From an optimization exercise on the open Yosys and OpenROAD flow, aimed at small area; shortcuts taken in it are not production practice.
Function was checked by simulation only, so behaviour that the tests miss may differ from the original.

## hsv_rgb_pwm
module hsv_rgb_pwm(
    input clk,
    input reset,
    input [8:0] Hue,
    input [8:0] Saturation,
    input [8:0] Value,
    output [7:0] R,
    output [7:0] G,
    output [7:0] B,
    output [2:0] rgb_led_tri_o
    );
    wire restart;
    hsv_to_rgb hsv_to_rgb_0 (
        .Hue(Hue), .Saturation(Saturation), .Value(Value),
        .clk(clk), .reset(reset),
        .R(R), .G(G), .B(B), .restart(restart));
    PWM PWM_0 (
        .R(R), .G(G), .B(B),
        .clk(clk), .reset(reset), .restart(restart),
        .rgb_led_tri_o(rgb_led_tri_o));
endmodule
export LEC_CHECK = 0
export ABC_AREA = 1
export CAP_MARGIN = 20
export CORE_MARGIN = 2
export CORE_UTILIZATION = 50
export SLEW_MARGIN = 20
create_clock -name core_clock -period 70.0 [get_ports {clk}]
standard.sh (not shown) runs the stock make flow with config.mk's settings and CLKGATE_MAP_FILE= SYNTH_SCRIPT=/design/flow/synth_recipe.tcl, a recipe that flattens the netlist after the stock synthesis.
==> flow/flow/run.sh <==
#!/bin/bash
# Own flow: the standard synthesis, then a cleanup of the adder logic
# (polar.py: full adders used inverted where that saves inverters; resynth.sh:
# the logic between adder cells and flip-flops re-mapped by ABC for area),
# then the standard layout with small port buffers.
# Each tool's output goes to a log file of its own in the work folder.
set -euo pipefail
W=$(pwd)
F=$W/flow
R=$W/orfs/results/${FLOW_PLATFORM:-sky130hd}/hsv_rgb_pwm/base
export LIB=$FLOW_HOME/platforms/sky130hd/lib/sky130_fd_sc_hd__tt_025C_1v80.lib
export CFG=$FLOW_HOME/platforms/sky130hd/config.mk
bash standard.sh synth > $W/log_synth.txt 2>&1
cp $R/1_2_yosys.v $W/netlist_standard.v
python3 $F/polar.py $W/netlist_standard.v $W/netlist_polar.v > $W/log_polar.txt 2>&1
mkdir -p $W/resynth
TMPD=$W/resynth bash $F/resynth.sh $W/netlist_polar.v $W/netlist_resynth.v $F/area.abc > $W/log_resynth.txt 2>&1
cp $W/resynth/rs.log $W/log_resynth_yosys.txt
cp $W/netlist_resynth.v $R/1_2_yosys.v
rm -f $R/1_synth.odb $R/1_synth.sdc
bash standard.sh finish "BUFFER_PORTS_ARGS=-buffer_cell sky130_fd_sc_hd__buf_1" \
  "CTS_ARGS=-sink_clustering_enable -repair_clock_nets -buf_list sky130_fd_sc_hd__clkbuf_8 -dont_use_dummy_load" \
  > $W/log_layout.txt 2>&1
Other scripts of this flow, unchanged in this note and not shown: flow/flow/area.abc, flow/flow/models.py, flow/flow/polar.py, flow/flow/resynth.sh
Then changed:
--- a/flow/flow/run.sh
+++ b/flow/flow/run.sh
@@ -21,3 +21,3 @@
 bash standard.sh finish "BUFFER_PORTS_ARGS=-buffer_cell sky130_fd_sc_hd__buf_1" \
-  "CTS_ARGS=-sink_clustering_enable -repair_clock_nets -buf_list sky130_fd_sc_hd__clkbuf_8 -dont_use_dummy_load" \
+  "CTS_ARGS=-sink_clustering_enable -sink_clustering_size 40 -sink_clustering_max_diameter 400 -repair_clock_nets -buf_list sky130_fd_sc_hd__clkbuf_16 -dont_use_dummy_load" \
   > $W/log_layout.txt 2>&1
CORE_UTILIZATION = 60   (was 50)
After rerunning: Sequential cell count stays the same; clock-buffer cell count does not change; routed wire length goes down by 2.9%; setup slack improves by 140 ps; worst hold slack degrades by 3.7 ps; fmax rose by 0.35%; die area drops by 16%; synthesized area does not change; final area is higher by 0.70%; non-clock buffer count is higher by 1.

========
Another version of the RTL of hsv_rgb_pwm (not shown whole).
Size: roughly 660 cells after synthesis, about 56 I/O pins.
==> flow/design.v (excerpt) <==
module hsv_rgb_pwm(
    input clk,
    input reset,
    input [8:0] Hue,
    input [8:0] Saturation,
    input [8:0] Value,
    output [7:0] R,
    output [7:0] G,
    output [7:0] B,
    output [2:0] rgb_led_tri_o
    );
==> flow/config.mk <==
export PLATFORM = sky130hd
export DESIGN_NAME = hsv_rgb_pwm
export DESIGN_NICKNAME = hsv_rgb_pwm
export VERILOG_FILES = /design/flow/design.v
export SDC_FILE = /design/flow/constraint.sdc
export NUM_CORES = 4
export LEC_CHECK = 0
export ABC_AREA = 1
export CAP_MARGIN = 20
export CORE_MARGIN = 2
export CORE_UTILIZATION = 50
export GPL_TIMING_DRIVEN = 0
export SLEW_MARGIN = 20
==> flow/constraint.sdc <==
create_clock -name core_clock -period 70.0 [get_ports {clk}]
set_input_delay 14.0000 -clock core_clock [delete_from_list [all_inputs] [get_ports {clk}]]
set_output_delay 14.0000 -clock core_clock [all_outputs]
set_load 0.01 [all_outputs]
==> flow/flow/run.sh <==
#!/bin/bash
# Own flow: the standard synthesis, then a cleanup of the adder logic
# (polar.py: full adders used inverted where that saves inverters; resynth.sh:
# the logic between adder cells and flip-flops re-mapped by ABC for area;
# best.sh tries a few settings of both and keeps the smallest netlist),
# then the standard layout with small port buffers and a plain clock tree.
# Each tool's output goes to a log file of its own in the work folder.
set -euo pipefail
W=$(pwd)
F=$W/flow
R=$W/orfs/results/${FLOW_PLATFORM:-sky130hd}/hsv_rgb_pwm/base
export LIB=$FLOW_HOME/platforms/sky130hd/lib/sky130_fd_sc_hd__tt_025C_1v80.lib
export CFG=$FLOW_HOME/platforms/sky130hd/config.mk
bash standard.sh synth > $W/log_synth.txt 2>&1
cp $R/1_2_yosys.v $W/netlist_standard.v
NJ=${NUM_CORES:-4} bash $F/best.sh $W/netlist_standard.v $W/netlist_resynth.v $W/resynth > $W/log_resynth.txt 2>&1
cp $W/netlist_resynth.v $R/1_2_yosys.v
rm -f $R/1_synth.odb $R/1_synth.sdc
bash standard.sh finish "BUFFER_PORTS_ARGS=-buffer_cell sky130_fd_sc_hd__buf_1" \
  "CTS_ARGS=-sink_clustering_enable -repair_clock_nets -buf_list sky130_fd_sc_hd__clkbuf_8 -dont_use_dummy_load" \
  > $W/log_layout.txt 2>&1
Other scripts of this flow, unchanged in this note and not shown: flow/flow/area.abc, flow/flow/area2.abc, flow/flow/best.sh, flow/flow/deep.abc, flow/flow/models.py, flow/flow/polar.py, flow/flow/resynth.sh
The first run completed without violations.
==> next run, changes <==
--- a/flow/flow/run.sh
+++ b/flow/flow/run.sh
@@ -18,4 +18,4 @@
 rm -f $R/1_synth.odb $R/1_synth.sdc
 bash standard.sh finish "BUFFER_PORTS_ARGS=-buffer_cell sky130_fd_sc_hd__buf_1" \
-  "CTS_ARGS=-sink_clustering_enable -repair_clock_nets -buf_list sky130_fd_sc_hd__clkbuf_8 -dont_use_dummy_load" \
+  "CTS_ARGS=-sink_clustering_enable -repair_clock_nets -buf_list sky130_fd_sc_hd__clkbuf_4 -dont_use_dummy_load" \
   > $W/log_layout.txt 2>&1
What happened: Cell area decreases by 0.51%. Synthesized area does not change. Routed wire length hardly moves. Fmax hardly moves.
==> next run, changes <==
--- a/flow/flow/run.sh
+++ b/flow/flow/run.sh
@@ -4,5 +4,6 @@
 # the logic between adder cells and flip-flops re-mapped by ABC for area;
 # best.sh tries a few settings of both and keeps the smallest netlist),
-# then the standard layout with small port buffers and a plain clock tree.
+# then the standard layout with small port buffers and a plain clock tree
+# of clkbuf_4 cells (no dummy loads).
 # Each tool's output goes to a log file of its own in the work folder.
 set -euo pipefail
What happened: Cell area is unchanged. Non-clock buffer count stays the same. Die area is unchanged. Cell count stays the same. Maximum frequency stays the same. Global-route usage does not change. Sequential share of layout area does not change. Count of clock-buffer cells in the layout is unchanged. Area after synthesis stays the same. Routed wire length does not change. Worst setup slack is unchanged.

what the ideal ports hide:
The results above use ideal ports. As a check the final layouts listed here were re-extracted and re-timed, cells and wires unchanged.
Step 1: set_driving_cell puts a clkbuf_16 on clk and a buf_2 on each other input, an assumption about the parent block.
Step 2 adds t to the input delays and takes it off the output delays; t is the mean of the earliest and latest rising clock arrival at the registers after step 1. Input paths then give back, and output paths get back, about the clock's delay inside the block.
a / b / c = no drivers / after step 1 / after step 2; a / b = the first two.
| run | shift t [ns] | setup slack, ns | latest minus earliest clock arrival (ns) | pins driven straight from the clock port |
|---|---|---|---|---|
| the first run of note 1 | 0.323 | 31.262 / 31.268 / 30.945 | 0.019 / 0.019 | 1 |
| the second run of note 1 | 0.298 | 31.397 / 31.397 / 31.098 | 0.014 / 0.013 | 1 |
| the first run of note 2 | 0.312 | 24.785 / 24.789 / 24.476 | 0.005 / 0.005 | 1 |
| the second run of note 2 | 0.359 | 24.889 / 24.887 / 24.528 | 0.011 / 0.011 | 1 |
| the third run of note 2 | 0.359 | 24.889 / 24.887 / 24.528 | 0.011 / 0.011 | 1 |
After both steps setup and hold are still met in every run listed.
